Background: an optimization exercise with open tools, aiming at small area. Do not read the settings as production practice.
No functional check of the RTL was part of any run shown here.

File: flow/flow/run.sh
#!/bin/bash
# Standard ORFS layout (the standard.sh), with the port buffers made from
# the smallest buffer cell and the clock tree built as below.
set -euo pipefail
export BUFFER_PORTS_ARGS="-buffer_cell sky130_fd_sc_hd__buf_1"
export SKIP_REPAIR_TIE_FANOUT=1
export CTS_ARGS="-sink_clustering_enable -repair_clock_nets -dont_use_dummy_load -buf_list {sky130_fd_sc_hd__clkbuf_4} -sink_clustering_size 10 -sink_clustering_max_diameter 40"
bash standard.sh > standard.log 2>&1
File: flow/standard.sh
#!/bin/bash
# synth_recipe.tcl (not shown) runs the flow's synth.tcl, then flattens the netlist and writes it again
# the make line also repeats each setting of config.mk as NAME=value (left out here)
make -C /OpenROAD-flow-scripts/flow DESIGN_CONFIG=/design/flow/config.mk WORK_HOME=/design/flow/orfs CLKGATE_MAP_FILE= SYNTH_SCRIPT=/design/flow/synth_recipe.tcl "${@:-finish}"
File: flow/config.mk
export PLATFORM = sky130hd
export DESIGN_NAME = nonuniform_top_v0
export DESIGN_NICKNAME = nonuniform_top_v0
export VERILOG_FILES = /design/flow/design.v
export SDC_FILE = /design/flow/constraint.sdc
export NUM_CORES = 4
export LEC_CHECK = 0
export CAP_MARGIN = 20
export CORE_MARGIN = 2
export CORE_UTILIZATION = 65
export PLACE_DENSITY = 0.8
export SLEW_MARGIN = 20
export SYNTH_HIERARCHICAL = 1
export SYNTH_MINIMUM_KEEP_SIZE = 0
File: flow/constraint.sdc
create_clock -name core_clock -period 10.0 [get_ports {i_clk}]
set_input_delay 2.0000 -clock core_clock [delete_from_list [all_inputs] [get_ports {i_clk}]]
set_output_delay 2.0000 -clock core_clock [all_outputs]
set_load 0.01 [all_outputs]
File: flow/design.v
module nuc_mul (input [14:0] k, input [15:0] d, output [30:13] p);
wire pp1;
wire pp2;
wire pp3;
wire pp4;
wire pp5;
wire pp6;
wire pp7;
wire pp8;
wire pp9;
wire pp10;
wire pp11;
wire pp12;
wire pp13;
wire pp14;
wire pp15;
wire pp16;
wire pp17;
wire pp18;
wire pp19;
wire pp20;
wire pp21;
wire pp22;
wire pp23;
wire pp24;
wire pp25;
wire pp26;
wire pp27;
wire pp28;
wire pp29;
wire pp30;
wire pp31;
wire pp32;
wire pp33;
wire pp34;
wire pp35;
wire pp36;
wire pp37;
wire pp38;
wire pp39;
wire pp40;
wire pp41;
wire pp42;
wire pp43;
wire pp44;
wire pp45;
wire pp46;
wire pp47;
wire pp48;
wire pp49;
wire pp50;
wire pp51;
wire pp52;
wire pp53;
wire pp54;
wire pp55;
wire pp56;
wire pp57;
wire pp58;
wire pp59;
wire pp60;
wire pp61;
wire pp62;
wire pp63;
wire pp64;
wire pp65;
wire pp66;
wire pp67;
wire pp68;
wire pp69;
wire pp70;
wire pp71;
wire pp72;
wire pp73;
wire pp74;
wire pp75;
wire pp76;
wire pp77;
wire pp78;
wire pp79;
wire pp80;
wire pp81;
wire pp82;
wire pp83;
wire pp84;
wire pp85;
wire pp86;
wire pp87;
wire pp88;
wire pp89;
wire pp90;
wire pp91;
wire pp92;
wire pp93;
wire pp94;
wire pp95;
wire pp96;
wire pp97;
wire pp98;
wire pp99;
wire pp100;
wire pp101;
wire pp102;
wire pp103;
wire pp104;
wire pp105;
wire pp106;
wire pp107;
wire pp108;
wire pp109;
wire pp110;
wire pp111;
wire pp112;
wire pp113;
wire pp114;
wire pp115;
wire pp116;
wire pp117;
wire pp118;
wire pp119;
wire pp120;
wire pp121;
wire pp122;
wire pp123;
wire pp124;
wire pp125;
wire pp126;
wire pp127;
wire pp128;
wire pp129;
wire pp130;
wire pp131;
wire pp132;
wire pp133;
wire pp134;
wire pp135;
wire pp136;
wire pp137;
wire pp138;
wire pp139;
wire pp140;
wire pp141;
wire pp142;
wire pp143;
wire pp144;
wire pp145;
wire pp146;
wire pp147;
wire pp148;
wire pp149;
wire pp150;
wire pp151;
wire pp152;
wire pp153;
wire pp154;
wire pp155;
wire pp156;
wire pp157;
wire pp158;
wire pp159;
wire pp160;
wire pp161;
wire pp162;
wire pp163;
wire pp164;
wire pp165;
wire pp166;
wire pp167;
wire pp168;
wire pp169;
wire pp170;
wire pp171;
wire pp172;
wire pp173;
wire pp174;
wire pp175;
wire pp176;
wire pp177;
wire pp178;
wire pp179;
wire pp180;
wire pp181;
wire pp182;
wire pp183;
wire pp184;
wire pp185;
wire pp186;
wire pp187;
wire pp188;
wire pp189;
wire pp190;
wire pp191;
wire pp192;
wire pp193;
wire pp194;
wire pp195;
wire pp196;
wire pp197;
wire pp198;
wire pp199;
wire pp200;
wire pp201;
wire pp202;
wire pp203;
wire pp204;
wire pp205;
wire pp206;
wire pp207;
wire pp208;
wire pp209;
wire pp210;
wire pp211;
wire pp212;
wire pp213;
wire pp214;
wire pp215;
wire pp216;
wire pp217;
wire pp218;
wire pp219;
wire pp220;
wire pp221;
wire pp222;
wire pp223;
wire pp224;
wire pp225;
wire pp226;
wire pp227;
wire pp228;
wire pp229;
wire pp230;
wire pp231;
wire pp232;
wire pp233;
wire pp234;
wire pp235;
wire pp236;
wire pp237;
wire pp238;
wire pp239;
wire pp240;
wire s241;
wire c242;
wire s243;
wire c244;
wire s245;
wire c246;
wire s247;
wire c248;
wire s249;
wire c250;
wire s251;
wire c252;
wire s253;
wire c254;
wire s255;
wire c256;
wire s257;
wire c258;
wire s259;
wire c260;
wire s261;
wire c262;
wire s263;
wire c264;
wire s265;
wire c266;
wire s267;
wire c268;
wire s269;
wire c270;
wire s271;
wire c272;
wire s273;
wire c274;
wire s275;
wire c276;
wire s277;
wire c278;
wire s279;
wire c280;
wire s281;
wire c282;
wire s283;
wire c284;
wire s285;
wire c286;
wire s287;
wire c288;
wire s289;
wire c290;
wire s291;
wire c292;
wire s293;
wire c294;
wire s295;
wire c296;
wire s297;
wire c298;
wire s299;
wire c300;
wire s301;
wire c302;
wire s303;
wire c304;
wire s305;
wire c306;
wire s307;
wire c308;
wire s309;
wire c310;
wire s311;
wire c312;
wire s313;
wire c314;
wire s315;
wire c316;
wire s317;
wire c318;
wire s319;
wire c320;
wire s321;
wire c322;
wire s323;
wire c324;
wire s325;
wire c326;
wire s327;
wire c328;
wire s329;
wire c330;
wire s331;
wire c332;
wire s333;
wire c334;
wire s335;
wire c336;
wire s337;
wire c338;
wire s339;
wire c340;
wire s341;
wire c342;
wire s343;
wire c344;
wire s345;
wire c346;
wire s347;
wire c348;
wire s349;
wire c350;
wire s351;
wire c352;
wire s353;
wire c354;
wire s355;
wire c356;
wire s357;
wire c358;
wire s359;
wire c360;
wire s361;
wire c362;
wire s363;
wire c364;
wire s365;
wire c366;
wire s367;
wire c368;
wire s369;
wire c370;
wire s371;
wire c372;
wire s373;
wire c374;
wire s375;
wire c376;
wire s377;
wire c378;
wire s379;
wire c380;
wire s381;
wire c382;
wire s383;
wire c384;
wire s385;
wire c386;
wire s387;
wire c388;
wire s389;
wire c390;
wire s391;
wire c392;
wire s393;
wire c394;
wire s395;
wire c396;
wire s397;
wire c398;
wire s399;
wire c400;
wire s401;
wire c402;
wire s403;
wire c404;
wire s405;
wire c406;
wire s407;
wire c408;
wire s409;
wire c410;
wire s411;
wire c412;
wire s413;
wire c414;
wire s415;
wire c416;
wire s417;
wire c418;
wire s419;
wire c420;
wire s421;
wire c422;
wire s423;
wire c424;
wire s425;
wire c426;
wire s427;
wire c428;
wire s429;
wire c430;
wire s431;
wire c432;
wire s433;
wire c434;
wire s435;
wire c436;
wire s437;
wire c438;
wire s439;
wire c440;
wire s441;
wire c442;
wire s443;
wire c444;
wire s445;
wire c446;
wire s447;
wire c448;
wire s449;
wire c450;
wire s451;
wire c452;
wire s453;
wire c454;
wire s455;
wire c456;
wire s457;
wire c458;
wire s459;
wire c460;
wire s461;
wire c462;
wire s463;
wire c464;
wire s465;
wire c466;
wire s467;
wire c468;
wire s469;
wire c470;
wire s471;
wire c472;
wire s473;
wire c474;
wire s475;
wire c476;
wire s477;
wire c478;
wire s479;
wire c480;
wire s481;
wire c482;
wire s483;
wire c484;
wire s485;
wire c486;
wire s487;
wire c488;
wire s489;
wire c490;
wire s491;
wire c492;
wire s493;
wire c494;
wire s495;
wire c496;
wire s497;
wire c498;
wire s499;
wire c500;
wire s501;
wire c502;
wire s503;
wire c504;
wire s505;
wire c506;
wire s507;
wire c508;
wire s509;
wire c510;
wire s511;
wire c512;
wire s513;
wire c514;
wire s515;
wire c516;
wire s517;
wire c518;
wire s519;
wire c520;
wire s521;
wire c522;
wire s523;
wire c524;
wire s525;
wire c526;
wire s527;
wire c528;
wire s529;
wire c530;
wire s531;
wire c532;
wire s533;
wire c534;
wire s535;
wire c536;
wire s537;
wire c538;
wire s539;
wire c540;
wire s541;
wire c542;
wire s543;
wire c544;
wire s545;
wire c546;
wire s547;
wire c548;
wire s549;
wire c550;
wire s551;
wire c552;
wire s553;
wire c554;
wire s555;
wire c556;
wire s557;
wire c558;
wire s559;
wire c560;
wire s561;
wire c562;
wire s563;
wire c564;
wire s565;
wire c566;
wire s567;
wire c568;
wire s569;
wire c570;
wire s571;
wire c572;
wire s573;
wire c574;
wire s575;
wire c576;
wire s577;
wire c578;
wire s579;
wire c580;
wire s581;
wire c582;
wire s583;
wire c584;
wire s585;
wire c586;
wire s587;
wire c588;
wire s589;
wire c590;
wire s591;
wire c592;
wire s593;
wire c594;
wire s595;
wire c596;
wire s597;
wire c598;
wire s599;
wire c600;
wire s601;
wire c602;
wire s603;
wire c604;
wire s605;
wire c606;
wire s607;
wire c608;
wire s609;
wire c610;
wire s611;
wire c612;
wire s613;
wire c614;
wire s615;
wire c616;
wire s617;
wire c618;
wire s619;
wire c620;
wire s621;
wire c622;
wire s623;
wire c624;
wire s625;
wire c626;
wire s627;
wire c628;
wire s629;
wire c630;
wire s631;
wire c632;
assign pp1 = ~(k[0] & d[0]);
assign pp2 = ~(k[0] & d[1]);
assign pp3 = ~(k[0] & d[2]);
assign pp4 = ~(k[0] & d[3]);
assign pp5 = ~(k[0] & d[4]);
assign pp6 = ~(k[0] & d[5]);
assign pp7 = ~(k[0] & d[6]);
assign pp8 = ~(k[0] & d[7]);
assign pp9 = ~(k[0] & d[8]);
assign pp10 = ~(k[0] & d[9]);
assign pp11 = ~(k[0] & d[10]);
assign pp12 = ~(k[0] & d[11]);
assign pp13 = ~(k[0] & d[12]);
assign pp14 = ~(k[0] & d[13]);
assign pp15 = ~(k[0] & d[14]);
assign pp16 = k[0] & d[15];
assign pp17 = ~(k[1] & d[0]);
assign pp18 = ~(k[1] & d[1]);
assign pp19 = ~(k[1] & d[2]);
assign pp20 = ~(k[1] & d[3]);
assign pp21 = ~(k[1] & d[4]);
assign pp22 = ~(k[1] & d[5]);
assign pp23 = ~(k[1] & d[6]);
assign pp24 = ~(k[1] & d[7]);
assign pp25 = ~(k[1] & d[8]);
assign pp26 = ~(k[1] & d[9]);
assign pp27 = ~(k[1] & d[10]);
assign pp28 = ~(k[1] & d[11]);
assign pp29 = ~(k[1] & d[12]);
assign pp30 = ~(k[1] & d[13]);
assign pp31 = ~(k[1] & d[14]);
assign pp32 = k[1] & d[15];
assign pp33 = ~(k[2] & d[0]);
assign pp34 = ~(k[2] & d[1]);
assign pp35 = ~(k[2] & d[2]);
assign pp36 = ~(k[2] & d[3]);
assign pp37 = ~(k[2] & d[4]);
assign pp38 = ~(k[2] & d[5]);
assign pp39 = ~(k[2] & d[6]);
assign pp40 = ~(k[2] & d[7]);
assign pp41 = ~(k[2] & d[8]);
assign pp42 = ~(k[2] & d[9]);
assign pp43 = ~(k[2] & d[10]);
assign pp44 = ~(k[2] & d[11]);
assign pp45 = ~(k[2] & d[12]);
assign pp46 = ~(k[2] & d[13]);
assign pp47 = ~(k[2] & d[14]);
assign pp48 = k[2] & d[15];
assign pp49 = ~(k[3] & d[0]);
assign pp50 = ~(k[3] & d[1]);
assign pp51 = ~(k[3] & d[2]);
assign pp52 = ~(k[3] & d[3]);
assign pp53 = ~(k[3] & d[4]);
assign pp54 = ~(k[3] & d[5]);
assign pp55 = ~(k[3] & d[6]);
assign pp56 = ~(k[3] & d[7]);
assign pp57 = ~(k[3] & d[8]);
assign pp58 = ~(k[3] & d[9]);
assign pp59 = ~(k[3] & d[10]);
assign pp60 = ~(k[3] & d[11]);
assign pp61 = ~(k[3] & d[12]);
assign pp62 = ~(k[3] & d[13]);
assign pp63 = ~(k[3] & d[14]);
assign pp64 = k[3] & d[15];
assign pp65 = ~(k[4] & d[0]);
assign pp66 = ~(k[4] & d[1]);
assign pp67 = ~(k[4] & d[2]);
assign pp68 = ~(k[4] & d[3]);
assign pp69 = ~(k[4] & d[4]);
assign pp70 = ~(k[4] & d[5]);
assign pp71 = ~(k[4] & d[6]);
assign pp72 = ~(k[4] & d[7]);
assign pp73 = ~(k[4] & d[8]);
assign pp74 = ~(k[4] & d[9]);
assign pp75 = ~(k[4] & d[10]);
assign pp76 = ~(k[4] & d[11]);
assign pp77 = ~(k[4] & d[12]);
assign pp78 = ~(k[4] & d[13]);
assign pp79 = ~(k[4] & d[14]);
assign pp80 = k[4] & d[15];
assign pp81 = ~(k[5] & d[0]);
assign pp82 = ~(k[5] & d[1]);
assign pp83 = ~(k[5] & d[2]);
assign pp84 = ~(k[5] & d[3]);
assign pp85 = ~(k[5] & d[4]);
assign pp86 = ~(k[5] & d[5]);
assign pp87 = ~(k[5] & d[6]);
assign pp88 = ~(k[5] & d[7]);
assign pp89 = ~(k[5] & d[8]);
assign pp90 = ~(k[5] & d[9]);
assign pp91 = ~(k[5] & d[10]);
assign pp92 = ~(k[5] & d[11]);
assign pp93 = ~(k[5] & d[12]);
assign pp94 = ~(k[5] & d[13]);
assign pp95 = ~(k[5] & d[14]);
assign pp96 = k[5] & d[15];
assign pp97 = ~(k[6] & d[0]);
assign pp98 = ~(k[6] & d[1]);
assign pp99 = ~(k[6] & d[2]);
assign pp100 = ~(k[6] & d[3]);
assign pp101 = ~(k[6] & d[4]);
assign pp102 = ~(k[6] & d[5]);
assign pp103 = ~(k[6] & d[6]);
assign pp104 = ~(k[6] & d[7]);
assign pp105 = ~(k[6] & d[8]);
assign pp106 = ~(k[6] & d[9]);
assign pp107 = ~(k[6] & d[10]);
assign pp108 = ~(k[6] & d[11]);
assign pp109 = ~(k[6] & d[12]);
assign pp110 = ~(k[6] & d[13]);
assign pp111 = ~(k[6] & d[14]);
assign pp112 = k[6] & d[15];
assign pp113 = ~(k[7] & d[0]);
assign pp114 = ~(k[7] & d[1]);
assign pp115 = ~(k[7] & d[2]);
assign pp116 = ~(k[7] & d[3]);
assign pp117 = ~(k[7] & d[4]);
assign pp118 = ~(k[7] & d[5]);
assign pp119 = ~(k[7] & d[6]);
assign pp120 = ~(k[7] & d[7]);
assign pp121 = ~(k[7] & d[8]);
assign pp122 = ~(k[7] & d[9]);
assign pp123 = ~(k[7] & d[10]);
assign pp124 = ~(k[7] & d[11]);
assign pp125 = ~(k[7] & d[12]);
assign pp126 = ~(k[7] & d[13]);
assign pp127 = ~(k[7] & d[14]);
assign pp128 = k[7] & d[15];
assign pp129 = ~(k[8] & d[0]);
assign pp130 = ~(k[8] & d[1]);
assign pp131 = ~(k[8] & d[2]);
assign pp132 = ~(k[8] & d[3]);
assign pp133 = ~(k[8] & d[4]);
assign pp134 = ~(k[8] & d[5]);
assign pp135 = ~(k[8] & d[6]);
assign pp136 = ~(k[8] & d[7]);
assign pp137 = ~(k[8] & d[8]);
assign pp138 = ~(k[8] & d[9]);
assign pp139 = ~(k[8] & d[10]);
assign pp140 = ~(k[8] & d[11]);
assign pp141 = ~(k[8] & d[12]);
assign pp142 = ~(k[8] & d[13]);
assign pp143 = ~(k[8] & d[14]);
assign pp144 = k[8] & d[15];
assign pp145 = ~(k[9] & d[0]);
assign pp146 = ~(k[9] & d[1]);
assign pp147 = ~(k[9] & d[2]);
assign pp148 = ~(k[9] & d[3]);
assign pp149 = ~(k[9] & d[4]);
assign pp150 = ~(k[9] & d[5]);
assign pp151 = ~(k[9] & d[6]);
assign pp152 = ~(k[9] & d[7]);
assign pp153 = ~(k[9] & d[8]);
assign pp154 = ~(k[9] & d[9]);
assign pp155 = ~(k[9] & d[10]);
assign pp156 = ~(k[9] & d[11]);
assign pp157 = ~(k[9] & d[12]);
assign pp158 = ~(k[9] & d[13]);
assign pp159 = ~(k[9] & d[14]);
assign pp160 = k[9] & d[15];
assign pp161 = ~(k[10] & d[0]);
assign pp162 = ~(k[10] & d[1]);
assign pp163 = ~(k[10] & d[2]);
assign pp164 = ~(k[10] & d[3]);
assign pp165 = ~(k[10] & d[4]);
assign pp166 = ~(k[10] & d[5]);
assign pp167 = ~(k[10] & d[6]);
assign pp168 = ~(k[10] & d[7]);
assign pp169 = ~(k[10] & d[8]);
assign pp170 = ~(k[10] & d[9]);
assign pp171 = ~(k[10] & d[10]);
assign pp172 = ~(k[10] & d[11]);
assign pp173 = ~(k[10] & d[12]);
assign pp174 = ~(k[10] & d[13]);
assign pp175 = ~(k[10] & d[14]);
assign pp176 = k[10] & d[15];
assign pp177 = ~(k[11] & d[0]);
assign pp178 = ~(k[11] & d[1]);
assign pp179 = ~(k[11] & d[2]);
assign pp180 = ~(k[11] & d[3]);
assign pp181 = ~(k[11] & d[4]);
assign pp182 = ~(k[11] & d[5]);
assign pp183 = ~(k[11] & d[6]);
assign pp184 = ~(k[11] & d[7]);
assign pp185 = ~(k[11] & d[8]);
assign pp186 = ~(k[11] & d[9]);
assign pp187 = ~(k[11] & d[10]);
assign pp188 = ~(k[11] & d[11]);
assign pp189 = ~(k[11] & d[12]);
assign pp190 = ~(k[11] & d[13]);
assign pp191 = ~(k[11] & d[14]);
assign pp192 = k[11] & d[15];
assign pp193 = ~(k[12] & d[0]);
assign pp194 = ~(k[12] & d[1]);
assign pp195 = ~(k[12] & d[2]);
assign pp196 = ~(k[12] & d[3]);
assign pp197 = ~(k[12] & d[4]);
assign pp198 = ~(k[12] & d[5]);
assign pp199 = ~(k[12] & d[6]);
assign pp200 = ~(k[12] & d[7]);
assign pp201 = ~(k[12] & d[8]);
assign pp202 = ~(k[12] & d[9]);
assign pp203 = ~(k[12] & d[10]);
assign pp204 = ~(k[12] & d[11]);
assign pp205 = ~(k[12] & d[12]);
assign pp206 = ~(k[12] & d[13]);
assign pp207 = ~(k[12] & d[14]);
assign pp208 = k[12] & d[15];
assign pp209 = ~(k[13] & d[0]);
assign pp210 = ~(k[13] & d[1]);
assign pp211 = ~(k[13] & d[2]);
assign pp212 = ~(k[13] & d[3]);
assign pp213 = ~(k[13] & d[4]);
assign pp214 = ~(k[13] & d[5]);
assign pp215 = ~(k[13] & d[6]);
assign pp216 = ~(k[13] & d[7]);
assign pp217 = ~(k[13] & d[8]);
assign pp218 = ~(k[13] & d[9]);
assign pp219 = ~(k[13] & d[10]);
assign pp220 = ~(k[13] & d[11]);
assign pp221 = ~(k[13] & d[12]);
assign pp222 = ~(k[13] & d[13]);
assign pp223 = ~(k[13] & d[14]);
assign pp224 = k[13] & d[15];
assign pp225 = ~(k[14] & d[0]);
assign pp226 = ~(k[14] & d[1]);
assign pp227 = ~(k[14] & d[2]);
assign pp228 = ~(k[14] & d[3]);
assign pp229 = ~(k[14] & d[4]);
assign pp230 = ~(k[14] & d[5]);
assign pp231 = ~(k[14] & d[6]);
assign pp232 = ~(k[14] & d[7]);
assign pp233 = ~(k[14] & d[8]);
assign pp234 = ~(k[14] & d[9]);
assign pp235 = ~(k[14] & d[10]);
assign pp236 = ~(k[14] & d[11]);
assign pp237 = ~(k[14] & d[12]);
assign pp238 = ~(k[14] & d[13]);
assign pp239 = ~(k[14] & d[14]);
assign pp240 = k[14] & d[15];
nuc_fa u242 (pp14, pp29, 1'b1, s241, c242);
nuc_fa u244 (pp15, pp30, pp45, s243, c244);
nuc_fa u246 (pp60, pp75, 1'b1, s245, c246);
nuc_fa u248 (pp16, pp31, pp46, s247, c248);
nuc_fa u250 (pp61, pp76, pp91, s249, c250);
nuc_fa u252 (pp106, pp121, 1'b1, s251, c252);
nuc_fa u254 (pp32, pp47, pp62, s253, c254);
nuc_fa u256 (pp77, pp92, pp107, s255, c256);
nuc_fa u258 (pp48, pp63, pp78, s257, c258);
nuc_fa u260 (pp10, pp25, 1'b1, s259, c260);
nuc_fa u262 (pp11, pp26, pp41, s261, c262);
nuc_fa u264 (pp56, pp71, 1'b1, s263, c264);
nuc_fa u266 (pp12, pp27, pp42, s265, c266);
nuc_fa u268 (pp57, pp72, pp87, s267, c268);
nuc_fa u270 (pp102, pp117, 1'b1, s269, c270);
nuc_fa u272 (pp13, pp28, pp43, s271, c272);
nuc_fa u274 (pp58, pp73, pp88, s273, c274);
nuc_fa u276 (pp103, pp118, pp133, s275, c276);
nuc_fa u278 (pp148, pp163, 1'b1, s277, c278);
nuc_fa u280 (s241, pp44, pp59, s279, c280);
nuc_fa u282 (pp74, pp89, pp104, s281, c282);
nuc_fa u284 (pp119, pp134, pp149, s283, c284);
nuc_fa u286 (pp164, pp179, pp194, s285, c286);
nuc_fa u288 (s243, s245, pp90, s287, c288);
nuc_fa u290 (pp105, pp120, pp135, s289, c290);
nuc_fa u292 (pp150, pp165, pp180, s291, c292);
nuc_fa u294 (pp195, pp210, pp225, s293, c294);
nuc_fa u296 (s247, s249, s251, s295, c296);
nuc_fa u298 (pp136, pp151, pp166, s297, c298);
nuc_fa u300 (pp181, pp196, pp211, s299, c300);
nuc_fa u302 (pp226, 1'b0, c244, s301, c302);
nuc_fa u304 (s253, s255, pp122, s303, c304);
nuc_fa u306 (pp137, pp152, pp167, s305, c306);
nuc_fa u308 (pp182, pp197, pp212, s307, c308);
nuc_fa u310 (pp227, c248, c250, s309, c310);
nuc_fa u312 (s257, pp93, pp108, s311, c312);
nuc_fa u314 (pp123, pp138, pp153, s313, c314);
nuc_fa u316 (pp168, pp183, pp198, s315, c316);
nuc_fa u318 (pp213, pp228, c254, s317, c318);
nuc_fa u320 (pp64, pp79, pp94, s319, c320);
nuc_fa u322 (pp109, pp124, pp139, s321, c322);
nuc_fa u324 (pp154, pp169, pp184, s323, c324);
nuc_fa u326 (pp199, pp214, pp229, s325, c326);
nuc_fa u328 (pp80, pp95, pp110, s327, c328);
nuc_fa u330 (pp125, pp140, pp155, s329, c330);
nuc_fa u332 (pp170, pp185, pp200, s331, c332);
nuc_fa u334 (pp96, pp111, pp126, s333, c334);
nuc_fa u336 (pp141, pp156, pp171, s335, c336);
nuc_fa u338 (pp112, pp127, pp142, s337, c338);
nuc_fa u340 (pp7, pp22, 1'b1, s339, c340);
nuc_fa u342 (pp8, pp23, pp38, s341, c342);
nuc_fa u344 (pp53, pp68, 1'b1, s343, c344);
nuc_fa u346 (pp9, pp24, pp39, s345, c346);
nuc_fa u348 (pp54, pp69, pp84, s347, c348);
nuc_fa u350 (pp99, pp114, 1'b1, s349, c350);
nuc_fa u352 (s259, pp40, pp55, s351, c352);
nuc_fa u354 (pp70, pp85, pp100, s353, c354);
nuc_fa u356 (pp115, pp130, pp145, s355, c356);
nuc_fa u358 (s261, s263, pp86, s357, c358);
nuc_fa u360 (pp101, pp116, pp131, s359, c360);
nuc_fa u362 (pp146, pp161, c260, s361, c362);
nuc_fa u364 (s265, s267, s269, s363, c364);
nuc_fa u366 (pp132, pp147, pp162, s365, c366);
nuc_fa u368 (pp177, c262, c264, s367, c368);
nuc_fa u370 (s271, s273, s275, s369, c370);
nuc_fa u372 (s277, pp178, pp193, s371, c372);
nuc_fa u374 (c266, c268, c270, s373, c374);
nuc_fa u376 (s279, s281, s283, s375, c376);
nuc_fa u378 (s285, pp209, c272, s377, c378);
nuc_fa u380 (c274, c276, c278, s379, c380);
nuc_fa u382 (s287, s289, s291, s381, c382);
nuc_fa u384 (s293, c242, c280, s383, c384);
nuc_fa u386 (c282, c284, c286, s385, c386);
nuc_fa u388 (s295, s297, s299, s387, c388);
nuc_fa u390 (s301, c246, c288, s389, c390);
nuc_fa u392 (c290, c292, c294, s391, c392);
nuc_fa u394 (s303, s305, s307, s393, c394);
nuc_fa u396 (s309, c252, c296, s395, c396);
nuc_fa u398 (c298, c300, c302, s397, c398);
nuc_fa u400 (s311, s313, s315, s399, c400);
nuc_fa u402 (s317, c256, c304, s401, c402);
nuc_fa u404 (c306, c308, c310, s403, c404);
nuc_fa u406 (s319, s321, s323, s405, c406);
nuc_fa u408 (s325, c258, c312, s407, c408);
nuc_fa u410 (c314, c316, c318, s409, c410);
nuc_fa u412 (s327, s329, s331, s411, c412);
nuc_fa u414 (pp215, pp230, c320, s413, c414);
nuc_fa u416 (c322, c324, c326, s415, c416);
nuc_fa u418 (s333, s335, pp186, s417, c418);
nuc_fa u420 (pp201, pp216, pp231, s419, c420);
nuc_fa u422 (c328, c330, c332, s421, c422);
nuc_fa u424 (s337, pp157, pp172, s423, c424);
nuc_fa u426 (pp187, pp202, pp217, s425, c426);
nuc_fa u428 (pp232, c334, c336, s427, c428);
nuc_fa u430 (pp128, pp143, pp158, s429, c430);
nuc_fa u432 (pp173, pp188, pp203, s431, c432);
nuc_fa u434 (pp218, pp233, c338, s433, c434);
nuc_fa u436 (pp144, pp159, pp174, s435, c436);
nuc_fa u438 (pp189, pp204, pp219, s437, c438);
nuc_fa u440 (pp160, pp175, pp190, s439, c440);
nuc_fa u442 (pp5, pp20, 1'b1, s441, c442);
nuc_fa u444 (pp6, pp21, pp36, s443, c444);
nuc_fa u446 (pp51, pp66, 1'b1, s445, c446);
nuc_fa u448 (s339, pp37, pp52, s447, c448);
nuc_fa u450 (pp67, pp82, pp97, s449, c450);
nuc_fa u452 (s341, s343, pp83, s451, c452);
nuc_fa u454 (pp98, pp113, c340, s453, c454);
nuc_fa u456 (s345, s347, s349, s455, c456);
nuc_fa u458 (pp129, c342, c344, s457, c458);
nuc_fa u460 (s351, s353, s355, s459, c460);
nuc_fa u462 (c346, c348, c350, s461, c462);
nuc_fa u464 (s357, s359, s361, s463, c464);
nuc_fa u466 (c352, c354, c356, s465, c466);
nuc_fa u468 (s363, s365, s367, s467, c468);
nuc_fa u470 (c358, c360, c362, s469, c470);
nuc_fa u472 (s369, s371, s373, s471, c472);
nuc_fa u474 (c364, c366, c368, s473, c474);
nuc_fa u476 (s375, s377, s379, s475, c476);
nuc_fa u478 (c370, c372, c374, s477, c478);
nuc_fa u480 (s381, s383, s385, s479, c480);
nuc_fa u482 (c376, c378, c380, s481, c482);
nuc_fa u484 (s387, s389, s391, s483, c484);
nuc_fa u486 (c382, c384, c386, s485, c486);
nuc_fa u488 (s393, s395, s397, s487, c488);
nuc_fa u490 (c388, c390, c392, s489, c490);
nuc_fa u492 (s399, s401, s403, s491, c492);
nuc_fa u494 (c394, c396, c398, s493, c494);
nuc_fa u496 (s405, s407, s409, s495, c496);
nuc_fa u498 (c400, c402, c404, s497, c498);
nuc_fa u500 (s411, s413, s415, s499, c500);
nuc_fa u502 (c406, c408, c410, s501, c502);
nuc_fa u504 (s417, s419, s421, s503, c504);
nuc_fa u506 (c412, c414, c416, s505, c506);
nuc_fa u508 (s423, s425, s427, s507, c508);
nuc_fa u510 (c418, c420, c422, s509, c510);
nuc_fa u512 (s429, s431, s433, s511, c512);
nuc_fa u514 (c424, c426, c428, s513, c514);
nuc_fa u516 (s435, s437, pp234, s515, c516);
nuc_fa u518 (c430, c432, c434, s517, c518);
nuc_fa u520 (s439, pp205, pp220, s519, c520);
nuc_fa u522 (pp235, c436, c438, s521, c522);
nuc_fa u524 (pp176, pp191, pp206, s523, c524);
nuc_fa u526 (pp221, pp236, c440, s525, c526);
nuc_fa u528 (pp192, pp207, pp222, s527, c528);
nuc_fa u530 (pp4, pp19, 1'b1, s529, c530);
nuc_fa u532 (s441, pp35, pp50, s531, c532);
nuc_fa u534 (s443, s445, pp81, s533, c534);
nuc_fa u536 (s447, s449, c444, s535, c536);
nuc_fa u538 (s451, s453, c448, s537, c538);
nuc_fa u540 (s455, s457, c452, s539, c540);
nuc_fa u542 (s459, s461, c456, s541, c542);
nuc_fa u544 (s463, s465, c460, s543, c544);
nuc_fa u546 (s467, s469, c464, s545, c546);
nuc_fa u548 (s471, s473, c468, s547, c548);
nuc_fa u550 (s475, s477, c472, s549, c550);
nuc_fa u552 (s479, s481, c476, s551, c552);
nuc_fa u554 (s483, s485, c480, s553, c554);
nuc_fa u556 (s487, s489, c484, s555, c556);
nuc_fa u558 (s491, s493, c488, s557, c558);
nuc_fa u560 (s495, s497, c492, s559, c560);
nuc_fa u562 (s499, s501, c496, s561, c562);
nuc_fa u564 (s503, s505, c500, s563, c564);
nuc_fa u566 (s507, s509, c504, s565, c566);
nuc_fa u568 (s511, s513, c508, s567, c568);
nuc_fa u570 (s515, s517, c512, s569, c570);
nuc_fa u572 (s519, s521, c516, s571, c572);
nuc_fa u574 (s523, s525, c520, s573, c574);
nuc_fa u576 (s527, pp237, c524, s575, c576);
nuc_fa u578 (pp208, pp223, pp238, s577, c578);
nuc_fa u580 (pp3, pp18, 1'b1, s579, c580);
nuc_fa u582 (s529, pp34, pp49, s581, c582);
nuc_fa u584 (s531, pp65, c530, s583, c584);
nuc_fa u586 (s533, c442, c532, s585, c586);
nuc_fa u588 (s535, c446, c534, s587, c588);
nuc_fa u590 (s537, c450, c536, s589, c590);
nuc_fa u592 (s539, c454, c538, s591, c592);
nuc_fa u594 (s541, c458, c540, s593, c594);
nuc_fa u596 (s543, c462, c542, s595, c596);
nuc_fa u598 (s545, c466, c544, s597, c598);
nuc_fa u600 (s547, c470, c546, s599, c600);
nuc_fa u602 (s549, c474, c548, s601, c602);
nuc_fa u604 (s551, c478, c550, s603, c604);
nuc_fa u606 (s553, c482, c552, s605, c606);
nuc_fa u608 (s555, c486, c554, s607, c608);
nuc_fa u610 (s557, c490, c556, s609, c610);
nuc_fa u612 (s559, c494, c558, s611, c612);
nuc_fa u614 (s561, c498, c560, s613, c614);
nuc_fa u616 (s563, c502, c562, s615, c616);
nuc_fa u618 (s565, c506, c564, s617, c618);
nuc_fa u620 (s567, c510, c566, s619, c620);
nuc_fa u622 (s569, c514, c568, s621, c622);
nuc_fa u624 (s571, c518, c570, s623, c624);
nuc_fa u626 (s573, c522, c572, s625, c626);
nuc_fa u628 (s575, c526, c574, s627, c628);
nuc_fa u630 (s577, c528, c576, s629, c630);
nuc_fa u632 (pp224, pp239, c578, s631, c632);
wire [30:0] ra = {1'b0, pp240, s631, s629, s627, s625, s623, s621, s619, s617, s615, s613, s611, s609, s607, s605, s603, s601, s599, s597, s595, s593, s591, s589, s587, s585, s583, s581, s579, pp2, pp1};
wire [30:0] rb = {1'b1, c632, c630, c628, c626, c624, c622, c620, c618, c616, c614, c612, c610, c608, c606, c604, c602, c600, c598, c596, c594, c592, c590, c588, c586, c584, c582, c580, pp33, pp17, 1'b1};
wire [30:0] sum = ~(ra + rb + 1'b1);
assign p = sum[30:13];
endmodule
module nuc_fa (input a, input b, input c, output s, output co);
assign s = a ^ b ^ c;
assign co = (a & b) | (a & c) | (b & c);
endmodule
`timescale 1ns / 1ps
module nonuniform_top_v0 #(
    parameter IMAGE_WIDE_LENGTH = 256    ,
    parameter IMAGE_HIGH_LENGTH = 192    ,
    parameter ADDRS_DW          = 21     ,
    parameter DW                = 16
) (
    input                               i_rst_n                 ,
    input                               i_clk                   ,
    input   [DW-1:0]                    i_data                  ,
    input                               i_hs                    ,
    input                               i_vs                    ,
    input   [3:0]                       i_clac_b_mean_num       ,
    input                               i_clac_b_en             ,
    input   [ADDRS_DW-1:0]              i_b_addrs               ,
    output                              o_clac_b_done           ,
    input   [3:0]                       i_data_sel              ,
    input   [ADDRS_DW-1:0]              i_k_addrs               ,
    input                               i_init_k_load           ,
    output                              o_bp_type               ,
    output  [DW-1:0]                    o_data                  ,
    output  [DW-1:0]                    o_calc_b_mean_data      ,
    output  [DW-1:0]                    o_center_y16_data       ,
    output  [DW-1:0]                    o_sub_aver_y16          ,
    output                              o_hs                    ,
    output                              o_vs                    ,
    output                              o_mem_wr_start          ,
    output   [ADDRS_DW-1:0]             o_mem_wr_addrs          ,
    output   [ADDRS_DW-1:0]             o_mem_wr_lengths        ,
    output   [DW-1:0]                   o_mem_wr_data           ,
    output                              o_mem_wr_data_vld       ,
    output                              o_mem_rd0_start         ,
    output   [ADDRS_DW-1:0]             o_mem_rd0_addrs         ,
    output   [ADDRS_DW-1:0]             o_mem_rd0_lengths       ,
    input    [DW-1:0]                   i_mem_rd0_data          ,
    output                              o_mem_rd0_data_req      ,
    output                              o_mem_rd1_start         ,
    output   [ADDRS_DW-1:0]             o_mem_rd1_addrs         ,
    output   [ADDRS_DW-1:0]             o_mem_rd1_lengths       ,
    input    [DW-1:0]                   i_mem_rd1_data          ,
    output                              o_mem_rd1_data_req
);
localparam IMAGE_LENGTH = IMAGE_WIDE_LENGTH * IMAGE_HIGH_LENGTH;
reg     [12:0]  vsd;
reg     [10:0]  hsd;
always @(posedge i_clk) begin
    vsd <= {vsd[11:0], i_vs};
    hsd <= {hsd[9:0], i_hs};
end
assign o_vs = vsd[10];
assign o_hs = hsd[10];
wire    pix_vld   = i_hs & i_vs;
wire    frame_end = vsd[12] & ~vsd[11];
assign o_mem_rd0_data_req = pix_vld;
assign o_mem_rd1_data_req = pix_vld;
assign o_mem_rd0_addrs    = i_b_addrs;
assign o_mem_wr_addrs     = i_b_addrs;
assign o_mem_rd1_addrs    = i_k_addrs;
assign o_mem_rd0_lengths  = IMAGE_LENGTH;
assign o_mem_rd1_lengths  = IMAGE_LENGTH;
assign o_mem_wr_lengths   = IMAGE_LENGTH;
reg             rd_start;
reg     [1:0]   sel;             
reg             init_k_load;
always @(posedge i_clk) begin
    rd_start <= frame_end;
    if (frame_end) begin
        case (i_data_sel)
        4'b0010: sel <= 2'd1;
        4'b0100: sel <= 2'd2;
        4'b1000: sel <= 2'd3;
        default: sel <= 2'd0;
        endcase
        init_k_load <= i_init_k_load;
    end
end
assign o_mem_rd1_start = rd_start;
reg             calc_en;         
reg     [DW-1:0] data_dly;
always @(posedge i_clk) begin
    data_dly <= i_data;
end
wire    [DW-1:0]    b_word  = calc_en ? 16'd1 : i_mem_rd0_data;
wire    [14:0]      k_word  = init_k_load ? 15'd8192 : i_mem_rd1_data[14:0];
wire    [DW-1:0]    x_sub_b = data_dly - b_word;
wire    [30:13]     prod;        
nuc_mul mul_inst (.k(k_word), .d(x_sub_b), .p(prod));
reg     [DW-1:0]    raw_word;
always @(*) begin
    case (sel)
    2'd1:    raw_word = data_dly;
    2'd2:    raw_word = b_word;
    default: raw_word = {1'b0, k_word};
    endcase
end
function [15:0] sat16;
    input [17:0] p;
    reg          pos, neg;
    begin
        pos   = !p[17] && (p[16] | p[15]);
        neg   =  p[17] && !(p[16] & p[15]);
        sat16 = {neg | (p[15] & !pos), {15{pos}} | (p[14:0] & {15{!neg}})};
    end
endfunction
reg     [17:0]      pipe0;
reg     [DW-1:0]    pipe [1:9];
reg     [9:0]       bp_pipe;
integer i;
always @(posedge i_clk) begin
    pipe0 <= (sel == 2'd0) ? prod : {{2{raw_word[DW-1]}}, raw_word};
    pipe[1] <= sat16(pipe0);
    for (i = 2; i < 10; i = i + 1)
        pipe[i] <= pipe[i-1];
    bp_pipe <= {bp_pipe[8:0], i_mem_rd1_data[DW-1]};
end
assign o_data    = pipe[9];
assign o_bp_type = bp_pipe[9];
reg     [7:0]   hcnt;
reg     [7:0]   vcnt;
wire            line_end = i_hs & (hcnt == 8'd255);
always @(posedge i_clk) begin
    if (!i_vs)
        hcnt <= 8'd0;
    else if (i_hs)
        hcnt <= hcnt + 1'b1;
    if (!i_vs)
        vcnt <= 8'd0;
    else if (line_end && (vcnt != IMAGE_HIGH_LENGTH - 1))
        vcnt <= vcnt + 1'b1;
end
wire    center_in = pix_vld && (hcnt == (IMAGE_WIDE_LENGTH >> 1) - 1)
                            && (vcnt == (IMAGE_HIGH_LENGTH >> 1) - 1);
reg     [3:0]       ccnt;        
reg     [17:0]      center_prod;
reg     [DW-1:0]    center_out;
always @(posedge i_clk) begin
    if (center_in)
        ccnt <= 4'd10;
    else if (ccnt != 4'd0)
        ccnt <= ccnt - 1'b1;
    if (ccnt == 4'd10)
        center_prod <= prod;
    if (ccnt == 4'd1)
        center_out <= sat16(center_prod);
end
assign o_center_y16_data = center_out;
reg     [1:0]   calc_en_dly;
reg             calc_sync;
reg             calc_done;
wire            vs_fall = vsd[1] & ~vsd[0];
wire            vs_rise = ~vsd[1] & vsd[0];
always @(posedge i_clk or negedge i_rst_n) begin
    if (!i_rst_n) begin
        calc_en_dly <= 2'b00;
        calc_sync   <= 1'b0;
        calc_en     <= 1'b0;
    end
    else begin
        calc_en_dly <= {calc_en_dly[0], i_clac_b_en};
        if (vs_fall && calc_sync)
            calc_sync <= 1'b0;
        else if ((calc_en_dly == 2'b01) && !calc_sync)
            calc_sync <= 1'b1;
        if (calc_en && calc_done)
            calc_en <= 1'b0;
        else if (vs_fall && calc_sync)
            calc_en <= 1'b1;
    end
end
reg     [7:0]   start_cnt;
reg     [5:0]   fcnt;
reg             wr_start;
reg             mean_en;
reg             calc_en_d;       
reg     [1:0]   round_d;         
always @(posedge i_clk) begin
    if (!calc_en)
        start_cnt <= 8'h0f;
    else if (i_vs)
        start_cnt <= 8'h00;
    else if (start_cnt != 8'hFF)
        start_cnt <= start_cnt + 8'h01;
    wr_start <= (start_cnt == 8'hF0);
    if (!calc_en)
        fcnt <= 6'd0;
    else if (start_cnt == 8'h0A)
        fcnt <= fcnt + 6'd1;
    case (i_clac_b_mean_num)
    4'b0001: calc_done <= (start_cnt == 8'h0A) && (fcnt > 6'd2 );
    4'b0010: calc_done <= (start_cnt == 8'h0A) && (fcnt > 6'd6 );
    4'b1000: calc_done <= (start_cnt == 8'h0A) && (fcnt > 6'd30);
    default: calc_done <= (start_cnt == 8'h0A) && (fcnt > 6'd14);
    endcase
    if (fcnt == 6'd0)
        mean_en <= 1'b0;
    else if (wr_start) begin
        case (i_clac_b_mean_num)
        4'b0001: if (fcnt == 6'd3 ) mean_en <= 1'b1;
        4'b0010: if (fcnt == 6'd7 ) mean_en <= 1'b1;
        4'b1000: if (fcnt == 6'd3 ) mean_en <= 1'b1;
        default: if (fcnt == 6'd15) mean_en <= 1'b1;
        endcase
    end
    calc_en_d <= calc_en;
    case (i_clac_b_mean_num)
    4'b0001: round_d <= 2'd0;
    4'b0010: round_d <= 2'd1;
    4'b1000: round_d <= 2'd3;
    default: round_d <= 2'd2;
    endcase
end
assign o_clac_b_done   = calc_done;
assign o_mem_wr_start  = wr_start;
assign o_mem_rd0_start = calc_en ? wr_start : rd_start;
wire    [16:0]  add_full = {1'b0, data_dly} + ({15'd0, 2'b10} << round_d);
wire    [14:0]  add_q    = calc_en_d ? add_full[16:2] : 15'd0;
wire    [DW-1:0] rd_word = calc_en ? i_mem_rd0_data : 16'd1;
reg     [DW-1:0] add_sh;
always @(*) begin
    case (i_clac_b_mean_num)
    4'b0001: add_sh = {1'b0, add_q};
    4'b0010: add_sh = {2'b0, add_q[14:1]};
    4'b1000: add_sh = {4'b0, add_q[14:3]};
    default: add_sh = {3'b0, add_q[14:2]};
    endcase
end
reg     [DW-1:0]    wr_data;
always @(posedge i_clk) begin
    wr_data <= add_sh + ((fcnt == 6'd0) ? 16'd0 : rd_word);
end
assign o_mem_wr_data     = wr_data;
assign o_mem_wr_data_vld = hsd[1] & vsd[1];
reg     [31:0]  data_sum;
wire    [31:0]  data_sum_nx;
wire    [32:0]  sum_c;
wire            sum_en = mean_en & o_mem_wr_data_vld;
assign sum_c[0] = 1'b0;
genvar gi;
generate
    for (gi = 0; gi < 32; gi = gi + 1) begin : g_sum
        if (gi < DW) begin : g_fa
            nuc_fa u_fa (.a(data_sum[gi]), .b(wr_data[gi] & sum_en), .c(sum_c[gi]), .s(data_sum_nx[gi]), .co(sum_c[gi+1]));
        end
        else begin : g_ha
            nuc_ha u_ha (.a(data_sum[gi]), .b(sum_c[gi]), .s(data_sum_nx[gi]), .co(sum_c[gi+1]));
        end
    end
endgenerate
always @(posedge i_clk) begin
    if (vs_rise && calc_en)
        data_sum <= 32'd0;
    else
        data_sum <= data_sum_nx;     
end
localparam D_IDLE = 2'd0, D_S1 = 2'd1, D_S2 = 2'd2, D_S3 = 2'd3;
reg     [1:0]   dstate;
reg     [4:0]   dcnt;
reg     [1:0]   drem;
reg     [16:0]  dsh;
reg             dvld;
reg     [DW-1:0] mean;
wire    [2:0]   dtrial = {drem, dsh[16]};
wire            dq     = (dtrial >= 3'd3);
wire            dstart = (dstate == D_IDLE) && calc_done;
always @(posedge i_clk) begin
    if (!i_rst_n)
        dstate <= D_IDLE;
    else begin
        case (dstate)
        D_IDLE: if (calc_done) dstate <= D_S1;
        D_S1:   dstate <= D_S2;
        D_S2:   dstate <= (dcnt == 5'd0) ? D_S3 : D_S1;
        default: dstate <= D_IDLE;
        endcase
    end
end
always @(posedge i_clk) begin
    if (dstart)
        dcnt <= 5'd31;
    else if (dstate == D_S2)
        dcnt <= dcnt - 1'b1;
    if (dstart) begin
        drem <= {1'b0, data_sum[31]};
        dsh  <= data_sum[30:14];
    end
    else if ((dstate == D_S2) && (dcnt[4] | (dcnt[3:0] == 4'hF))) begin
        drem <= dq ? (dtrial - 3'd3) : dtrial[1:0];
        dsh  <= {dsh[15:0], dq};
    end
    dvld <= (dstate == D_S3);
    if (dvld)
        mean <= dsh[15:0];
end
assign o_calc_b_mean_data = mean;
wire    [DW:0]  sub_c;
assign sub_c[0] = 1'b1;
generate
    for (gi = 0; gi < DW; gi = gi + 1) begin : g_sub
        nuc_fa u_fa (.a(center_out[gi]), .b(~mean[gi]), .c(sub_c[gi]), .s(o_sub_aver_y16[gi]), .co(sub_c[gi+1]));
    end
endgenerate
endmodule
module nuc_ha (input a, input b, output s, output co);
assign s  = a ^ b;
assign co = a & b;
endmodule
==> metrics.md, run 1 <==
| Metric | Value |
|---|---|
| Register bit total from synthesis | `385` |
| I/O pin count | `320` |
| Top cell type's share of synthesized area | `between 20% and 30%` |
| Post-route clock skew | `0.07716 ns` |
| Starting density of the core | `between 60 and 70%` |
| Count of different cell masters after synthesis | `81` |
| Number of slew-limit violations in the final report | `0` |
| Average cell area after synthesis | `10.20 um^2` |
| FF-to-FF End | `data_sum[31]` |
| Post-CTS clock slew at the launch and capture registers of the worst setup and hold paths | `~0.1 ns` |
| Footprint of the multi-input gates | `12500 um^2` |
| Final wirelength | `50.87 mm` |
| Clock buffer depth | `3` |
| Most common library cells after synthesis | `396 x nand2_1, 310 x dfxtp_1, 231 x fa_1` |
| Main synth FF type | `dfxtp_1` |
| Hold-fix buffers, CTS | `0` |
| Average detailed-routed wire length per instance | `19.14 um` |
| Filler instances | `2557` |
| Critical path required time | `~8 ns` |
| Worst setup margin | `between 0.2 and 0.25 ns` |
| Count of port buffers added during placement | `~150` |
| Final Cycle Share | `97.79%` |
| Total of max-cap violations | `0` |
| Height of the die | `roughly 190 um` |
| Category of the critical setup timing path | `reg -> out` |
| Share of synthesized area occupied by flip-flops and latches | `between 30% and 40%` |
| Unrepaired setup endpoints after global routing | `no` |
| Number of antenna violations at the first check in global routing | `4` |
| Detailed Routing Iterations Pass 1 | `6` |
| Horiz. Die Dim | `around 190 um` |
| Number of nets still failing antenna checks after routing | `0` |
| Synthesis Warnings | `8` |
| Data arrival, critical path | `approximately 8 ns` |
| Share of cells above drive strength 1 | `6.301%` |
| CP Launch Point | `mean[0]` |
| Total DRC errors in the routed layout | `0` |
| Post-synthesis cell count | `2186` |
| Biggest fanout along the worst timing path | `2` |
| Area leader, netlist | `dfxtp_1` |
| Standard-cell rows | `67` |
| Nets@finish | `2639` |
| Smallest hold slack | `0.3024 ns` |
| Number of global-route vias before repair | `15690` |
| CTS Buf Count | `48` |
| Count of final hold-check violations | `0` |
| Clock tree root driver cell | `clkbuf_4` |
| Post-Syn Area | `22300 um^2` |
| Largest net degree at the start of global routing | `59` |
| Combined flip-flop and latch cell area | `8438 um^2` |
| Area of the die | `35810 um^2` |
| Most repeated cell in the gate-level netlist after synthesis | `nand2_1` |
| Via count | `15760` |
| CORE AREA | `between 30000 and 40000 um^2` |
| Net Count, Synth | `~2600` |
| Reg2reg path depth | `35` |
| Total global routing overflow | `0` |
| Share of synthesized registers carrying an async set or reset | `1.039%` |
| Core utilization of the finished layout | `67.89%` |
| Routability congestion estimate | `0.9513` |
| Area overhead of the layout relative to synthesis | `2.581%` |
| Crit end category | `output port` |
| TritonCTS clock tree | `done` |
| Detailed-placement wirelength estimate | `between 30 and 40 mm` |
| Setup slack of the most critical reg-to-reg path | `0.31 ns` |
| Highest attainable clock frequency | `102.3 MHz` |
| Crit path time final | `9.779 ns` |
| Count of routing violations after the opening detailed-route iteration | `1114` |
| Capture point of the critical path | `o_sub_aver_y16[15]` |
| Hold Crit Class | `reg -> reg` |
| Reg2Reg Launch Point | `vsd[1]` |
| Number of enable-type register cells in the synthesized netlist | `71` |
| CP Launch Type | `register` |
| Overall global routing resource usage | `28.74%` |
| Relative slew slack | `21.69%` |
| Count of H-tree levels built during CTS | `2` |
| Insertion delay to the later sink of the worst-skew pair | `0.71 ns` |
| Status | `complete, no violations` |
| Worst slack at placement | `-0.2330 ns` |
| Endpoints failing setup | `0` |
| Actual transition at the worst max-transition pin | `1.158 ns` |
| Detailed-route vias per instance | `5.931` |
| Global-route wire length before repair | `about 80 mm` |
| Number of sinks driven by the clock tree | `385` |
| Largest cells by area after synthesis | `dfxtp_1 28%, fa_1 21%, edfxtp_1 9.6%, nand2_1 6.7%, ha_1 5.4%` |
-- worst min-delay path by stage --
| stage | from | to | slack (ns) | cells after the start |
|---|---|---|---|---|
| final | pipe[1][5] | pipe[2][5] | 0.30 | 0 |
| after global routing | pipe[2][8] | pipe[3][8] | 0.27 | 0 |
| after CTS | pipe[2][8] | pipe[3][8] | 0.29 | 0 |
| after detailed placement | pipe[1][4] | pipe[2][4] | 0.31 | 0 |
| after global placement | pipe[6][1] | pipe[7][1] | 0.31 | 0 |
| after floorplan | bp_pipe[0] | bp_pipe[1] | 0.31 | 0 |
-- metal layers --
metal | share of wire [%] | GRT usage, %
met1 | 40 | 37.23
met2 | 47 | 46.60
met3 | 10 | 7.081
met4 | 3.6 | 11.75
met5 | 0.024 | 0
-- modules after synthesis, one instance, submodules excluded --
module	cells	flops+latches
nonuniform_top_v0	1477	385
nuc_mul	465	0
nuc_fa	1	0
nuc_ha	1	0
-- state kept, by name (all words and copies together), names as in the netlist, 11 cells and up --
| signal | cells |
|---|---|
| dsh | 17 |
| center_out | 16 |
| pipe0 | 18 |
| data_sum | 32 |
| wr_data | 16 |
| vsd | 13 |
| center_prod | 18 |
| pipe | 144 |
| mean | 16 |
| data_dly | 16 |
| hsd | 11 |
-- layout by cell type, fill, tap and decap left out, types with 71 or more instances in the layout --
cell type  count
nand2_1      396
edfxtp_1      71
a21oi_1       85
buf_1        150
nor2_1       144
and2_1       106
o21ai_0       77
fa_1         213
ha_1          96
dfxtp_1      310
-- per-stage QoR --
stage | std cells | cell area, um^2 | TNS, ns
floorplan | 2186 | 22300 | 0
CTS | 2654 | 22840 | 0
global route | 2657 | 22880 | 0
global placement | 2606 | 22460 | -0.07028
detailed placement | 2606 | 22460 | -0.2908
finish | 2658 | 22880 | 0
-- critical path, cell delays in order (launching register included) --
cell,delay [ns]
edfxtp_1,0.41
inv_1,0.08
fa_2,0.39
fa_2,0.37
fa_1,0.38
fa_1,0.40
fa_1,0.42
fa_1,0.40
fa_1,0.40
fa_1,0.40
fa_2,0.39
fa_1,0.39
fa_1,0.42
fa_1,0.40
fa_1,0.40
fa_1,0.39
fa_1,0.40
fa_1,0.52
clkbuf_2,0.14
-- what timing repair did --
action	4_1_cts	5_1_grt
resized for setup	8	11
pin swaps	0	1
setup buffers	0	0
endpoints found under the setup margin	3	3
-- logic make-up (layout without fill, tap and decap cells) --
| family | count (synthesis) | count (layout) | synth area share [%] |
|---|---|---|---|
| and+or+nand+nor | 820 | 820 | 17.00 |
| AOI/OAI and AO/OA | 304 | 304 | 9.049 |
| DFF | 385 | 385 | 37.83 |
| xor gates and xnor gates | 76 | 76 | 2.985 |
| buffers and inverters | 261 | 281 | 6.530 |
| muxes | 9 | 9 | 0.4095 |
| other | 4 | 8 | 0.06730 |
| adders and majority gates | 327 | 327 | 26.12 |
-- final cells by class --
| type | instances | area share, % |
|---|---|---|
| Multi-Input combinational cell | 1540 | 54.65 |
| Sequential cell | 385 | 36.88 |
| Timing Repair Buffer | 186 | 3.631 |
| Tap cell | 448 | 2.450 |
| Clock buffer | 48 | 1.575 |
| Inverter | 47 | 0.7711 |
| Antenna cell | 4 | 0.04375 |
==> run 2, diff against run 1 <==
--- a/flow/design.v
+++ b/flow/design.v
@@ -1121,2 +1121,3 @@
 localparam IMAGE_LENGTH = IMAGE_WIDE_LENGTH * IMAGE_HIGH_LENGTH;
+genvar gi;
 reg     [12:0]  vsd;
@@ -1195,17 +1196,19 @@
 assign o_bp_type = bp_pipe[9];
-reg     [7:0]   hcnt;
-reg     [7:0]   vcnt;
-wire            line_end = i_hs & (hcnt == 8'd255);
+localparam CENTER_NUM = (IMAGE_HIGH_LENGTH / 2 - 1) * IMAGE_WIDE_LENGTH + IMAGE_WIDE_LENGTH / 2 - 1;
+reg     [14:0]  pcnt;
+wire    [14:0]  pcnt_inc;
+wire    [15:0]  pcnt_c;
+assign pcnt_c[0] = 1'b1;
+generate
+    for (gi = 0; gi < 15; gi = gi + 1) begin : g_pcnt
+        nuc_ha u_ha (.a(pcnt[gi]), .b(pcnt_c[gi]), .s(pcnt_inc[gi]), .co(pcnt_c[gi+1]));
+    end
+endgenerate
 always @(posedge i_clk) begin
     if (!i_vs)
-        hcnt <= 8'd0;
-    else if (i_hs)
-        hcnt <= hcnt + 1'b1;
-    if (!i_vs)
-        vcnt <= 8'd0;
-    else if (line_end && (vcnt != IMAGE_HIGH_LENGTH - 1))
-        vcnt <= vcnt + 1'b1;
+        pcnt <= 15'd0;
+    else if (i_hs && !(pcnt[14] & pcnt[13]))
+        pcnt <= pcnt_inc;
 end
-wire    center_in = pix_vld && (hcnt == (IMAGE_WIDE_LENGTH >> 1) - 1)
-                            && (vcnt == (IMAGE_HIGH_LENGTH >> 1) - 1);
+wire    center_in = pix_vld && (pcnt == CENTER_NUM);
 reg     [3:0]       ccnt;        
@@ -1292,17 +1295,59 @@
 assign o_mem_rd0_start = calc_en ? wr_start : rd_start;
-wire    [16:0]  add_full = {1'b0, data_dly} + ({15'd0, 2'b10} << round_d);
-wire    [14:0]  add_q    = calc_en_d ? add_full[16:2] : 15'd0;
-wire    [DW-1:0] rd_word = calc_en ? i_mem_rd0_data : 16'd1;
-reg     [DW-1:0] add_sh;
+reg     [1:0]   sh_c;            
 always @(*) begin
     case (i_clac_b_mean_num)
-    4'b0001: add_sh = {1'b0, add_q};
-    4'b0010: add_sh = {2'b0, add_q[14:1]};
-    4'b1000: add_sh = {4'b0, add_q[14:3]};
-    default: add_sh = {3'b0, add_q[14:2]};
+    4'b0001: sh_c = 2'd0;
+    4'b0010: sh_c = 2'd1;
+    4'b1000: sh_c = 2'd3;
+    default: sh_c = 2'd2;
+    endcase
+end
+reg     [13:0]  x_sh;
+always @(*) begin
+    case (sh_c)
+    2'd0:    x_sh = data_dly[15:2];
+    2'd1:    x_sh = {1'b0, data_dly[15:3]};
+    2'd2:    x_sh = {2'b0, data_dly[15:4]};
+    default: x_sh = {3'b0, data_dly[15:5]};
     endcase
 end
+reg             drop_c;
+integer         bi;
+always @(*) begin
+    drop_c = 1'b1;
+    for (bi = 1; bi <= 4; bi = bi + 1)
+        if ((bi >= round_d + 1) && (bi <= sh_c + 1) && !data_dly[bi])
+            drop_c = 1'b0;
+end
+wire    [2:0]   t_add;
+assign t_add[0] = calc_en_d & ((round_d <= sh_c) ? drop_c : ({1'b0, round_d} == {1'b0, sh_c} + 3'd1));
+assign t_add[1] = calc_en_d & ({1'b0, round_d} == {1'b0, sh_c} + 3'd2);
+assign t_add[2] = calc_en_d & ({1'b0, round_d} == {1'b0, sh_c} + 3'd3);
+wire    [13:0]  a_in = x_sh & {14{calc_en_d}};
+wire    [13:0]  a_sum;
+wire    [14:0]  a_c;
+assign a_c[0] = t_add[0];
+generate
+    for (gi = 0; gi < 14; gi = gi + 1) begin : g_inc
+        if (gi == 1 || gi == 2) begin : g_t
+            nuc_ha u_ha (.a(a_in[gi]), .b(a_c[gi] | t_add[gi]), .s(a_sum[gi]), .co(a_c[gi+1]));
+        end
+        else begin : g_n
+            nuc_ha u_ha (.a(a_in[gi]), .b(a_c[gi]), .s(a_sum[gi]), .co(a_c[gi+1]));
+        end
+    end
+endgenerate
+wire    [DW-1:0] rd_word = (fcnt == 6'd0) ? 16'd0 : calc_en ? i_mem_rd0_data : 16'd1;
+wire    [DW-1:0] add_a   = {1'b0, a_c[14], a_sum};
+wire    [DW-1:0] wr_nx;
+wire    [DW:0]   wr_c;
+assign wr_c[0] = 1'b0;
+generate
+    for (gi = 0; gi < DW; gi = gi + 1) begin : g_wr
+        nuc_fa u_fa (.a(add_a[gi]), .b(rd_word[gi]), .c(wr_c[gi]), .s(wr_nx[gi]), .co(wr_c[gi+1]));
+    end
+endgenerate
 reg     [DW-1:0]    wr_data;
 always @(posedge i_clk) begin
-    wr_data <= add_sh + ((fcnt == 6'd0) ? 16'd0 : rd_word);
+    wr_data <= wr_nx;
 end
@@ -1315,3 +1360,2 @@
 assign sum_c[0] = 1'b0;
-genvar gi;
 generate
==> flow/flow/run.sh (replaced) <==
#!/bin/bash
# Standard ORFS layout (the standard.sh), with the port buffers made from
# the smallest buffer cell and the clock tree built as below.
set -euo pipefail
export BUFFER_PORTS_ARGS="-buffer_cell sky130_fd_sc_hd__buf_1"
export SKIP_REPAIR_TIE_FANOUT=1
export CTS_ARGS="-sink_clustering_enable -repair_clock_nets -dont_use_dummy_load -buf_list {sky130_fd_sc_hd__clkbuf_8} -sink_clustering_size 16 -sink_clustering_max_diameter 50"
bash standard.sh > standard.log 2>&1
==> run 2 against run 1 <==
Flip-flop and latch count decreased by 1. First-iteration DRC count increased by 17%. Worst setup slack improved by 0.034 ns. Register-to-register slack got worse by 0.02 ns. Cell area increased by 0.32%. Area after synthesis about the same. Clock skew increased by 0.024 ns. Largest cell class unchanged. Highest routed layer is now met4.
==> metrics.md, run 2 <==
| Metric | Value |
|---|---|
| Total DRC errors in the routed layout | `0 (unchanged)` |
| Count of final hold-check violations | `0 (unchanged)` |
| Final wirelength | `49.28 mm (-3.1%)` |
| Post-CTS setup-driven buffer insertion count | `0 (unchanged)` |
| Core utilization of the finished layout | `68.27% (+0.39 points)` |
| Post-Syn Area | `22290 um^2 (about the same)` |
| Worst slack at placement | `-0.1656 ns (+0.06733 ns)` |
| Area of the die | `35790 um^2 (about the same)` |
| Post-synthesis cell count | `2146 (-1.8%)` |
| Count of port buffers added during placement | `151 (unchanged)` |
| Net Count, Synth | `2600 (-0.65%)` |
| Detailed-route vias per instance | `5.825 (-1.8%)` |
| Total of max-cap violations | `0 (unchanged)` |
| Highest attainable clock frequency | `102.6 MHz (+0.35%)` |
| Unrepaired setup endpoints after global routing | `no` |
| Most repeated cell in the gate-level netlist after synthesis | `nand2_1` |
| Average cell area after synthesis | `10.39 um^2 (+1.8%)` |
| Average detailed-routed wire length per instance | `18.95 um (-1.0%)` |
| Number of enable-type register cells in the synthesized netlist | `71 (unchanged)` |
| Count of different cell masters after synthesis | `82 (+1.2%)` |
| Standard-cell rows | `67 (unchanged)` |
| CORE AREA | `33620 um^2 (-0.25%)` |
| CP Launch Type | `register` |
| Via count | `15150 (-3.9%)` |
| Number of sinks driven by the clock tree | `384 (-0.26%)` |
| Number of slew-limit violations in the final report | `0 (unchanged)` |
| Largest Register | `pipe` |
| Share of cells above drive strength 1 | `5.951% (-0.35 points)` |
| Hold Crit Class | `reg -> reg` |
| Post-route clock skew | `0.1009 ns (+0.02378 ns)` |
| Detailed-placement wirelength estimate | `37.26 mm (-3.8%)` |
| Total global routing overflow | `0 (unchanged)` |
| Insertion delay to the later sink of the worst-skew pair | `0.57 ns (-0.14 ns)` |
| Most common library cells after synthesis | `426 x nand2_1, 309 x dfxtp_1, 245 x fa_1` |
| Nets@finish | `2607 (-1.2%)` |
| Main synth FF type | `dfxtp_1` |
| Clock tree root driver cell | `clkbuf_8` |
| Largest cells by area after synthesis | `dfxtp_1 28%, fa_1 22%, edfxtp_1 9.6%, nand2_1 7.2%, ha_1 5.9%` |
| Clock buffer depth | `3 (unchanged)` |
| Data arrival, critical path | `7.74 ns (-0.04 ns)` |
| Final Cycle Share | `97.45% (-0.34 points)` |
| CTS Buf Count | `35 (-27%)` |
| Reg2reg path depth | `35 (unchanged)` |
| Relative slew slack | `23.06% (+1.4 points)` |
| Area overhead of the layout relative to synthesis | `2.952%` |
| Global-route wire length before repair | `79.31 mm (-2.1%)` |
| Most frequent cells in the layout | `426 x nand2_1, 309 x dfxtp_1, 227 x fa_1` |
| Max FFs per register | `144 (unchanged)` |
| Actual transition at the worst max-transition pin | `1.146 ns (-0.01242 ns)` |
| Number of antenna violations at the first check in global routing | `1 (-3)` |
| Number of cells on the worst hold path | `0 (unchanged)` |
| Hold-fix buffers, CTS | `0 (unchanged)` |
| Number of nets still failing antenna checks after routing | `0 (unchanged)` |
| Area leader, netlist | `dfxtp_1` |
| Starting density of the core | `66.32% (+0.14 points)` |
| Critical path required time | `8.00 ns (about the same)` |
| Worst setup margin | `0.2553 ns (+0.03382 ns)` |
| Category of the critical setup timing path | `reg -> out` |
| Overall global routing resource usage | `28.16% (-0.58 points)` |
| Registers with the highest flip-flop counts | `pipe (144), data_sum (32)` |
| Synthesis Warnings | `8 (unchanged)` |
| Count of H-tree levels built during CTS | `2 (unchanged)` |
| Sum Neg Setup Slack | `0 ns (unchanged)` |
| TritonCTS clock tree | `done` |
| Crit path time final | `9.745 ns (-0.03382 ns)` |
| Number of global-route vias before repair | `15270 (-2.7%)` |
| Horiz. Die Dim | `189.2 um (about the same)` |
| Top cell type's share of synthesized area | `27.75% (-0.077 points)` |
| Post-CTS clock slew at the launch and capture registers of the worst setup and hold paths | `0.09 ns (about the same)` |
| Register bit total from synthesis | `384 (-0.26%)` |
| Share of synthesized area occupied by flip-flops and latches | `37.76% (-0.073 points)` |
| Routability congestion estimate | `0.9128 (-4.0%)` |
| Largest net degree at the start of global routing | `61 (+3.4%)` |
| Crit end category | `output port` |
| Endpoints failing setup | `0 (unchanged)` |
| Share of synthesized registers carrying an async set or reset | `1.042% (+0.0027 points)` |
| Number of non-filler instances in the completed layout | `2601 (-2.1%)` |
| Setup slack of the most critical reg-to-reg path | `0.29 ns (-0.02 ns)` |
| Height of the die | `189.2 um (about the same)` |
| I/O pin count | `320 (unchanged)` |
| Biggest fanout along the worst timing path | `2 (unchanged)` |
| Filler instances | `2511 (-1.8%)` |
| Leading cell type in the layout, fill and taps excluded | `nand2_1` |
| Status | `complete, no violations` |
| DP Cell Count | `2564 (-1.6%)` |
| Count of routing violations after the opening detailed-route iteration | `1306 (+17%)` |
| Detailed Routing Iterations Pass 1 | `8 (+2)` |
[run 2: changes by cell type after synthesis, sizes merged, moves of 13 or more]
cell	change
xnor2	-24
o21ai	-17
xor2	-13
and2	-19
fa	+14
nand2	+31
buf	+14
[run 2: timing repair]
item / 4_1_cts / 5_1_grt
endpoints found under the setup margin: 2 / 3
resized for setup: 8 / 9
gates cloned: 0 / 0
hold endpoints to repair: 0 / 0
pin swaps: 0 / 1
[run 2: path summary, 6_finish.rpt]
check	start	end
max	center_out[0]	o_sub_aver_y16[15]
min	pipe[1][5]	pipe[2][5]
max in group asynchronous	i_rst_n	calc_sync
min in group asynchronous	i_rst_n	calc_en_dly[1]
max reg2reg	hsd[1]	data_sum[31]
min reg2reg	pipe[1][5]	pipe[2][5]
[run 2: kinds of logic after synthesis]
kind of cell	Yosys count	share of synthesized area [%]
buf+inv	264	6.729
fa+ha+maj	350	27.89
simple gates	805	16.44
flops	384	37.76
compound gates	296	9.390
other cells	4	0.06733
xor+xnor	39	1.532
mux	4	0.1852
[run 2: layout make-up]
cell class,count,area [um^2],share of cell area [%]
diodes,2,5.005,0.02181
clock buffers,35,481.7,2.099
inverters,42,157.7,0.6869
multi-input cells,1498,12450,54.25
flip-flops and latches,384,8418,36.68
well taps,448,560.5,2.442
repair buffers,192,875.8,3.816
[run 2: routing by layer]
layer / vias to the layer above / part of all wire, % / wire, um / track usage (%)
li1: 6959 / - / - / -
met2: 808 / 47 / 22970 / 45.82
met5: - / 0 / 0 / 0
met3: 167 / 9.8 / 4845 / 6.284
met4: 0 / 4.0 / 1956 / 11.06
met1: 7218 / 40 / 19510 / 36.95
[run 2: critical path, cell delays in order, from the launching register on]
cell	delay, ns
edfxtp_1	0.46
fa_1	0.46
fa_1	0.41
fa_2	0.43
fa_1	0.41
fa_1	0.39
fa_1	0.40
fa_1	0.41
fa_1	0.40
fa_1	0.39
fa_1	0.38
fa_1	0.41
fa_1	0.41
fa_1	0.40
fa_1	0.41
fa_2	0.38
fa_1	0.50
clkbuf_2	0.13
[run 2: through the flow]
step | instance area [um^2] | hold WS, ns
2_1_floorplan | 22310 | 0.3096
3_3_place_gp | 22420 | 0.3098
3_5_place_dp | 22420 | 0.3121
4_1_cts | 22920 | 0.2946
5_1_grt | 22950 | 0.3172
6_report | 22950 | 0.3089
[run 2: per-module statistics from Yosys (local to each module, per instance)]
module | cell area, um^2 | cells inside | copies in the design | flip-flops and latches
nonuniform_top_v0 | 14260 | 1370 | 1 | 384
nuc_ha | 12.51 | 1 | 45 | 0
nuc_mul | 2586 | 487 | 1 | 0
nuc_fa | 20.02 | 1 | 244 | 0

==> what the ideal ports hide <==
No port has a modelled driver above. Below, the same layouts with a new extraction and two added sets of constraints. Step 1: set_driving_cell puts a clkbuf_16 on i_clk and a buf_2 on each other input, an assumption about the parent block. Step 2 also shifts input and output timing later by t, the mid clock arrival at the registers, as if the neighbouring blocks saw the same clock. Three values: no drivers, after step 1, after step 2; two values: the first two.
run | t, ns | setup slack, ns | clock arrival spread, ns
run 1 | 0.715 | 0.221 / 0.175 / 0.235 | 0.077 / 0.078
run 2 | 0.564 | 0.255 / 0.211 / -0.139 | 0.102 / 0.102
Met with ideal ports but missed after step 2: setup timing in run 2. For run 2, which loses most, drivers alone change the setup slack by -0.044 ns; drivers and shift together by -0.394 ns.
